What follows belongs to an exercise in optimizing a design on an open flow for small area and a short achievable clock period; a production flow would make more cautious choices.
Power and IR drop assume default switching activity.

==> v26 <==
==> flow/design.v (excerpt) <==
module top_cv (
    input  wire clk,
    input  wire enc_rst_n,
    input  wire enc_in_valid,
    input  wire enc_bit_in,
    output wire enc_out_valid,
    output wire enc_y0,
    output wire enc_y1,
    input  wire       dec_rst,
    input  wire       dec_sym_valid,
    input  wire [1:0] dec_rx_sym,
    output wire       dec_bit_valid,
    output wire       dec_bit_out,
    output wire        ber_done,
    output wire [31:0] ber_bits,
    output wire [31:0] ber_errs
);
clock: 12.0 ns
lec_check: 0
cap_margin: 20
core_margin: 2
core_utilization: 40
slew_margin: 20
standard.sh (not shown) runs the stock make flow with config.mk's settings and CLKGATE_MAP_FILE= SYNTH_SCRIPT=/design/flow/synth_recipe.tcl, a recipe that flattens the netlist after the stock synthesis.
==> flow/flow/run.sh <==
#!/bin/bash
# Layout flow: the standard flow (standard.sh, with the standard
# synthesis) with three changes:
#  - after floorplanning, half/full adder cells with an unused output are
#    replaced by the plain gate for the output that is used (fix_adders.tcl);
#  - clock tree synthesis inserts no dummy loads;
#  - ports are buffered with buf_2 cells rather than the default choice.
# Each tool's output goes to the ORFS logs under orfs/logs; make's own
# output goes to standard.log here.
set -euo pipefail
here=$(pwd)
export POST_FLOORPLAN_TCL="$here/flow/fix_adders.tcl"
export CTS_ARGS="-sink_clustering_enable -repair_clock_nets -dont_use_dummy_load -buf_list {sky130_fd_sc_hd__clkbuf_4 sky130_fd_sc_hd__clkbuf_8} -root_buf sky130_fd_sc_hd__clkbuf_8"
export BUFFER_PORTS_ARGS="-buffer_cell sky130_fd_sc_hd__buf_2"
bash standard.sh > "$here/standard.log" 2>&1
==> flow/flow/fix_adders.tcl <==
# Half and full adder cells that synthesis left with one output unused are
# replaced by the plain gate for the output that is used (an unused cell
# output is a driver without parasitics, and the plain gate is smaller).
set block [ord::get_db_block]
set db [ord::get_db]

proc net_used {it} {
  set n [$it getNet]
  if {$n == "NULL" || $n == ""} { return 0 }
  return [expr {[llength [$n getITerms]] + [llength [$n getBTerms]] > 1}]
}

set k 0
foreach inst [$block getInsts] {
  set m [[$inst getMaster] getName]
  if {[regexp {^sky130_fd_sc_hd__(ha|fa)_\d+$} $m -> kind] == 0} { continue }
  set sum [$inst findITerm SUM]
  set cout [$inst findITerm COUT]
  set su [net_used $sum]
  set cu [net_used $cout]
  if {$su && $cu} { continue }
  set ins {}
  foreach p [expr {$kind eq "ha" ? {A B} : {A B CIN}}] {
    lappend ins [[$inst findITerm $p] getNet]
  }
  set out ""
  if {$su} {
    set cell [expr {$kind eq "ha" ? "sky130_fd_sc_hd__xor2_1" : "sky130_fd_sc_hd__xor3_1"}]
    set out [$sum getNet]
  } elseif {$cu} {
    set cell [expr {$kind eq "ha" ? "sky130_fd_sc_hd__and2_1" : "sky130_fd_sc_hd__maj3_1"}]
    set out [$cout getNet]
  }
  set name [$inst getName]
  foreach it [$inst getITerms] { $it disconnect }
  odb::dbInst_destroy $inst
  incr k
  if {$out eq ""} { continue }
  set new [odb::dbInst_create $block [$db findMaster $cell] "${name}_g"]
  set pins [expr {$kind eq "ha" ? {A B} : {A B C}}]
  foreach p $pins n $ins { [$new findITerm $p] connect $n }
  [$new findITerm X] connect $out
}
puts "fix_adders: replaced $k adder cells"
==> v7 (differences from v26) <==
--- a/flow/flow/run.sh
+++ b/flow/flow/run.sh
@@ -10,6 +10,7 @@
 set -euo pipefail
 here=$(pwd)
 export POST_FLOORPLAN_TCL="$here/flow/fix_adders.tcl"
-export CTS_ARGS="-sink_clustering_enable -repair_clock_nets -dont_use_dummy_load -buf_list {sky130_fd_sc_hd__clkbuf_4 sky130_fd_sc_hd__clkbuf_8} -root_buf sky130_fd_sc_hd__clkbuf_8"
+export CTS_ARGS="-sink_clustering_enable -repair_clock_nets -dont_use_dummy_load"
 export BUFFER_PORTS_ARGS="-buffer_cell sky130_fd_sc_hd__buf_2"
+export SETUP_SLACK_MARGIN=8.5
 bash standard.sh > "$here/standard.log" 2>&1
==> v17 (differences from v26) <==
--- a/flow/flow/run.sh
+++ b/flow/flow/run.sh
@@ -10,6 +10,6 @@
 set -euo pipefail
 here=$(pwd)
 export POST_FLOORPLAN_TCL="$here/flow/fix_adders.tcl"
-export CTS_ARGS="-sink_clustering_enable -repair_clock_nets -dont_use_dummy_load -buf_list {sky130_fd_sc_hd__clkbuf_4 sky130_fd_sc_hd__clkbuf_8} -root_buf sky130_fd_sc_hd__clkbuf_8"
+export CTS_ARGS="-sink_clustering_enable -repair_clock_nets -dont_use_dummy_load"
 export BUFFER_PORTS_ARGS="-buffer_cell sky130_fd_sc_hd__buf_2"
 bash standard.sh > "$here/standard.log" 2>&1
==> qor summary <==
Status: v17 complete, no violations; v7 complete, no violations; v26 complete, no violations
Largest fanout on the critical path: v17 29; v7 14; v26 29
Combined area of the multi-input logic cells: v17 3560 um2; v7 3790 um2; v26 3560 um2
Sequential fraction of design power: v17 0.498; v7 0.466; v26 0.548
Layout Area Growth over Synthesis: v17 4.41%; v7 14.6%; v26 2.19%
Number of filler cells placed in the layout: v17 1973; v7 1848; v26 1996
Slowest-stage cell, CP: v17 o21a_2; v7 fa_2; v26 o21a_2
Unrepaired setup endpoints after global routing: v17 false; v7 true; v26 false
Clock share of power: v17 0.284; v7 0.268; v26 0.212
Met3 wire length: v17 852 um; v7 1020 um; v26 732 um
Proportion of cell area occupied by multi-input gates: v17 0.395; v7 0.383; v26 0.403
Worst setup path startpoint: v17 dec_rx_sym[1]; v7 dec_rx_sym[0]; v26 dec_rx_sym[1]
Clock slew at reported path FFs: v17 60 ps; v7 70 ps; v26 80 ps
Pin count of the biggest net entering global routing: v17 76; v7 77; v26 76
Minimum setup slack among reg-to-reg paths: v17 8430 ps; v7 8540 ps; v26 8420 ps
Max Clk Rate: v17 201 MHz; v7 247 MHz; v26 200 MHz
Root buf cell: v17 clkbuf_16; v7 clkbuf_16; v26 clkbuf_8
Routing usage on met1: v17 0.206; v7 0.241; v26 0.205
Clock distribution power: v17 0.424 mW; v7 0.429 mW; v26 0.288 mW
Power in sequential cells: v17 0.743 mW; v7 0.747 mW; v26 0.742 mW
Met2 layer wire length in the routed design: v17 8620 um; v7 9450 um; v26 8550 um
Power Dens Cells: v17 166 nW/um2; v7 162 nW/um2; v26 154 nW/um2
Number of cells traversed by the worst register-to-register path: v17 8; v7 11; v26 8
Via density per instance: v17 5.49; v7 5.56; v26 5.47
Non-Clock Buffer Count: v17 29; v7 74; v26 29
No functional check of the RTL was part of any run of this note.

## separate check: timing with driven ports
Ports are ideal in the flow. The routed layouts listed here were re-timed in OpenROAD.
Step 1 sets driving cells, clkbuf_16 on the clock port and buf_2 on the other inputs (assumed; they add their load-dependent delay and slew).
Step 2, shift: input delay + t, output delay - t, t = (earliest + latest rising clock arrival at the registers) / 2. This alone moves slack from input paths to output paths.
Three values: no drivers, after step 1, after step 2; two values: the first two.
run | t (ns) | setup slack, ns | worst register clock-pin slew, ns | cell pins on the clock port's net
v26 | 0.465 | 7.009 / 7.023 / 6.558 | 0.09 / 0.09 | 1
v7 | 0.446 | 7.944 / 7.931 / 7.485 | 0.07 / 0.07 | 1
v17 | 0.451 | 7.023 / 7.042 / 6.591 | 0.06 / 0.06 | 1
After both steps setup and hold are still met in every run listed. For v7, which loses most, drivers alone change the setup slack by -0.013 ns; drivers and shift together by -0.459 ns.
